This design comes from an exercise in tuning for small area on the open sky130 flow, not from production work. Only simulation tests tie the RTL to the original design; equivalence was not proved.

== trial 53 ==
==> flow/design.v (excerpt) <==
module FIR_pipeline #(
   parameter N_taps = 33
)(
   input  clk,
   input  reset_n,
   input  [23:0] data_in,
   output [23:0] data_out
);
export LEC_CHECK = 0
export CAP_MARGIN = 20
export CORE_MARGIN = 2
export CORE_UTILIZATION = 60
export CTS_BUF_LIST = sky130_fd_sc_hd__clkbuf_16
export CTS_CLUSTER_DIAMETER = 100
export CTS_CLUSTER_SIZE = 25
export GPL_TIMING_DRIVEN = 0
export SLEW_MARGIN = 20
export SYNTH_HIERARCHICAL = 1
export SYNTH_MINIMUM_KEEP_SIZE = 0
export BUFFER_PORTS_ARGS = -buffer_cell sky130_fd_sc_hd__buf_1
export CTS_ARGS = -sink_clustering_enable -repair_clock_nets -dont_use_dummy_load -sink_clustering_size 25 -sink_clustering_max_diameter 100 -buf_list sky130_fd_sc_hd__clkbuf_16
create_clock -name core_clock -period 13.0 [get_ports {clk}]
standard.sh (not shown) runs the stock make flow with config.mk's settings and CLKGATE_MAP_FILE= SYNTH_SCRIPT=/design/flow/synth_recipe.tcl, a recipe that flattens the netlist after the stock synthesis.
==> flow/flow/run.sh <==
#!/bin/bash
set -euo pipefail
cat >> config.mk <<'EOT'
export BUFFER_PORTS_ARGS = -buffer_cell sky130_fd_sc_hd__buf_1
export CTS_ARGS = -sink_clustering_enable -repair_clock_nets -dont_use_dummy_load -sink_clustering_size 25 -sink_clustering_max_diameter 100 -buf_list sky130_fd_sc_hd__clkbuf_16
EOT
bash standard.sh > standard.log 2>&1
What trial 75 does differently from trial 53 at the input level:
# trial 53
export LEC_CHECK = 0
export CAP_MARGIN = 20
export CORE_MARGIN = 2
export CORE_UTILIZATION = 60
export CTS_BUF_LIST = sky130_fd_sc_hd__clkbuf_16
export CTS_CLUSTER_DIAMETER = 100
export CTS_CLUSTER_SIZE = 25
export GPL_TIMING_DRIVEN = 0
export SLEW_MARGIN = 20
export SYNTH_HIERARCHICAL = 1
export SYNTH_MINIMUM_KEEP_SIZE = 0
export BUFFER_PORTS_ARGS = -buffer_cell sky130_fd_sc_hd__buf_1
export CTS_ARGS = -sink_clustering_enable -repair_clock_nets -dont_use_dummy_load -sink_clustering_size 25 -sink_clustering_max_diameter 100 -buf_list sky130_fd_sc_hd__clkbuf_16
create_clock -name core_clock -period 13.0 [get_ports {clk}]
# trial 75
export LEC_CHECK = 0
export CAP_MARGIN = 20
export CORE_MARGIN = 2
export CORE_UTILIZATION = 60
export CTS_BUF_LIST = sky130_fd_sc_hd__clkbuf_16
export CTS_CLUSTER_DIAMETER = 100
export CTS_CLUSTER_SIZE = 25
export GPL_TIMING_DRIVEN = 0
export SLEW_MARGIN = 20
export SYNTH_HIERARCHICAL = 1
export SYNTH_MINIMUM_KEEP_SIZE = 0
export BUFFER_PORTS_ARGS = -buffer_cell sky130_fd_sc_hd__buf_2
export CTS_ARGS = -sink_clustering_enable -repair_clock_nets -dont_use_dummy_load -sink_clustering_size 25 -sink_clustering_max_diameter 100 -buf_list sky130_fd_sc_hd__clkbuf_16
create_clock -name core_clock -period 13.0 [get_ports {clk}]
==> flow/flow/run.sh <==
#!/bin/bash
set -euo pipefail
cat >> config.mk <<'EOT'
export BUFFER_PORTS_ARGS = -buffer_cell sky130_fd_sc_hd__buf_2
export CTS_ARGS = -sink_clustering_enable -repair_clock_nets -dont_use_dummy_load -sink_clustering_size 25 -sink_clustering_max_diameter 100 -buf_list sky130_fd_sc_hd__clkbuf_16
EOT
bash standard.sh > standard.log 2>&1
### Flow results
Trial 75: flow completed, timing, DRC and antenna clean
Trial 53 reached the final stage; the timing, DRC and antenna checks on its layout passed.
In trial 75 relative to trial 53, final standard cell area without fillers had gone down slightly.
Worst setup margin on trial 75 is ahead of trial 53.
In trial 75 relative to trial 53, net count of the finished layout had gone down slightly.
Trial 53 → trial 75: estimated wirelength of the detail-placed design moved down, total detailed-routing wirelength moved down.
Looking at trial 75 and trial 53, the sum of met2 wire segment lengths after detailed routing is a wash.
Summary of trial 75 over trial 53: fraction of area in multi-input gates grew by 0.25 points; share of final-layout standard cells stronger than drive strength 1 shows an increase of 0.75 points.

========
before:
Starting RTL as in the previous note.
## FIR_pipeline
module FIR_pipeline #(
   parameter N_taps = 33
)(
   input  clk,
   input  reset_n,
   input  [23:0] data_in,
   output [23:0] data_out
);
export LEC_CHECK = 0
export CAP_MARGIN = 20
export CORE_MARGIN = 2
export CORE_UTILIZATION = 60
export CTS_BUF_LIST = sky130_fd_sc_hd__clkbuf_16
export CTS_CLUSTER_DIAMETER = 100
export CTS_CLUSTER_SIZE = 25
export GPL_TIMING_DRIVEN = 0
export SLEW_MARGIN = 20
export SYNTH_HIERARCHICAL = 1
export SYNTH_MINIMUM_KEEP_SIZE = 0
create_clock -name core_clock -period 13.0 [get_ports {clk}]
run.sh (not shown) runs the stock make flow with config.mk's settings and CLKGATE_MAP_FILE= SYNTH_SCRIPT=/design/flow/synth_recipe.tcl, a recipe that flattens the netlist after the stock synthesis.
Stock flow here: none of the scripts above is used.
The following lists how after was set up differently from before:
- swapping 60 for 70 in CORE_UTILIZATION
- putting BUFFER_PORTS_ARGS at -buffer_cell sky130_fd_sc_hd__buf_2 where nothing was set
- putting CTS_ARGS at -sink_clustering_enable -repair_clock_nets -dont_use_dummy_load -sink_clustering_size 25 -sink_clustering_max_diameter 100 -buf_list sky130_fd_sc_hd__clkbuf_16 where nothing was set
==> flow/flow/run.sh (new file) <==
#!/bin/bash
set -euo pipefail
cat >> config.mk <<'EOT'
export BUFFER_PORTS_ARGS = -buffer_cell sky130_fd_sc_hd__buf_2
export CTS_ARGS = -sink_clustering_enable -repair_clock_nets -dont_use_dummy_load -sink_clustering_size 25 -sink_clustering_max_diameter 100 -buf_list sky130_fd_sc_hd__clkbuf_16
EOT
bash standard.sh > standard.log 2>&1
==> flow/standard.sh (new file) <==
#!/bin/bash
# synth_recipe.tcl (not shown) runs the flow's synth.tcl, then flattens the netlist and writes it again
# the make line also repeats each setting of config.mk as NAME=value (left out here)
make -C /OpenROAD-flow-scripts/flow DESIGN_CONFIG=/design/flow/config.mk WORK_HOME=/design/flow/orfs CLKGATE_MAP_FILE= SYNTH_SCRIPT=/design/flow/synth_recipe.tcl "${@:-finish}"
removed: flow/run.sh
Findings:
- The higher die extent in y of after and before is in before.
- Going from before to after, final period utilization grows by 0.51 points.
- In after, the routing usage on met3 came out 7.8 points above the value in before.
- Where via count of the routed design is concerned, before is better than after.

static timing again, ports no longer ideal:
The flow's constraints put no driver on any port. The routed layouts listed below were extracted and timed again, unchanged, in two steps.
Step 1, drivers: a clkbuf_16 drives clk and a buf_2 each remaining input, both assumed.
Step 2 times the ports against the registers' clock, not the clock port: input delays grow and output delays shrink by t, the midpoint of the rising clock arrivals with the driver on.
a / b / c = ideal ports / drivers / drivers and shift; a / b = the first two.
| run | t (ns) | slack for setup (ns) | worst setup path at the end | latest minus earliest clock arrival (ns) | pins driven straight from the clock port |
|---|---|---|---|---|---|
| trial 53 | 0.738 | 0.516 / 0.516 / 0.516 | register to register | 0.082 / 0.083 | 1 |
| trial 75 | 0.720 | 0.537 / 0.537 / 0.537 | register to register | 0.093 / 0.093 | 1 |
| before | 0.746 | 0.519 / 0.519 / 0.519 | register to register | 0.047 / 0.047 | 1 |
| after | 0.739 | 0.452 / 0.452 / 0.452 | register to register | 0.091 / 0.092 | 1 |
After both steps setup and hold are still met in every run listed.
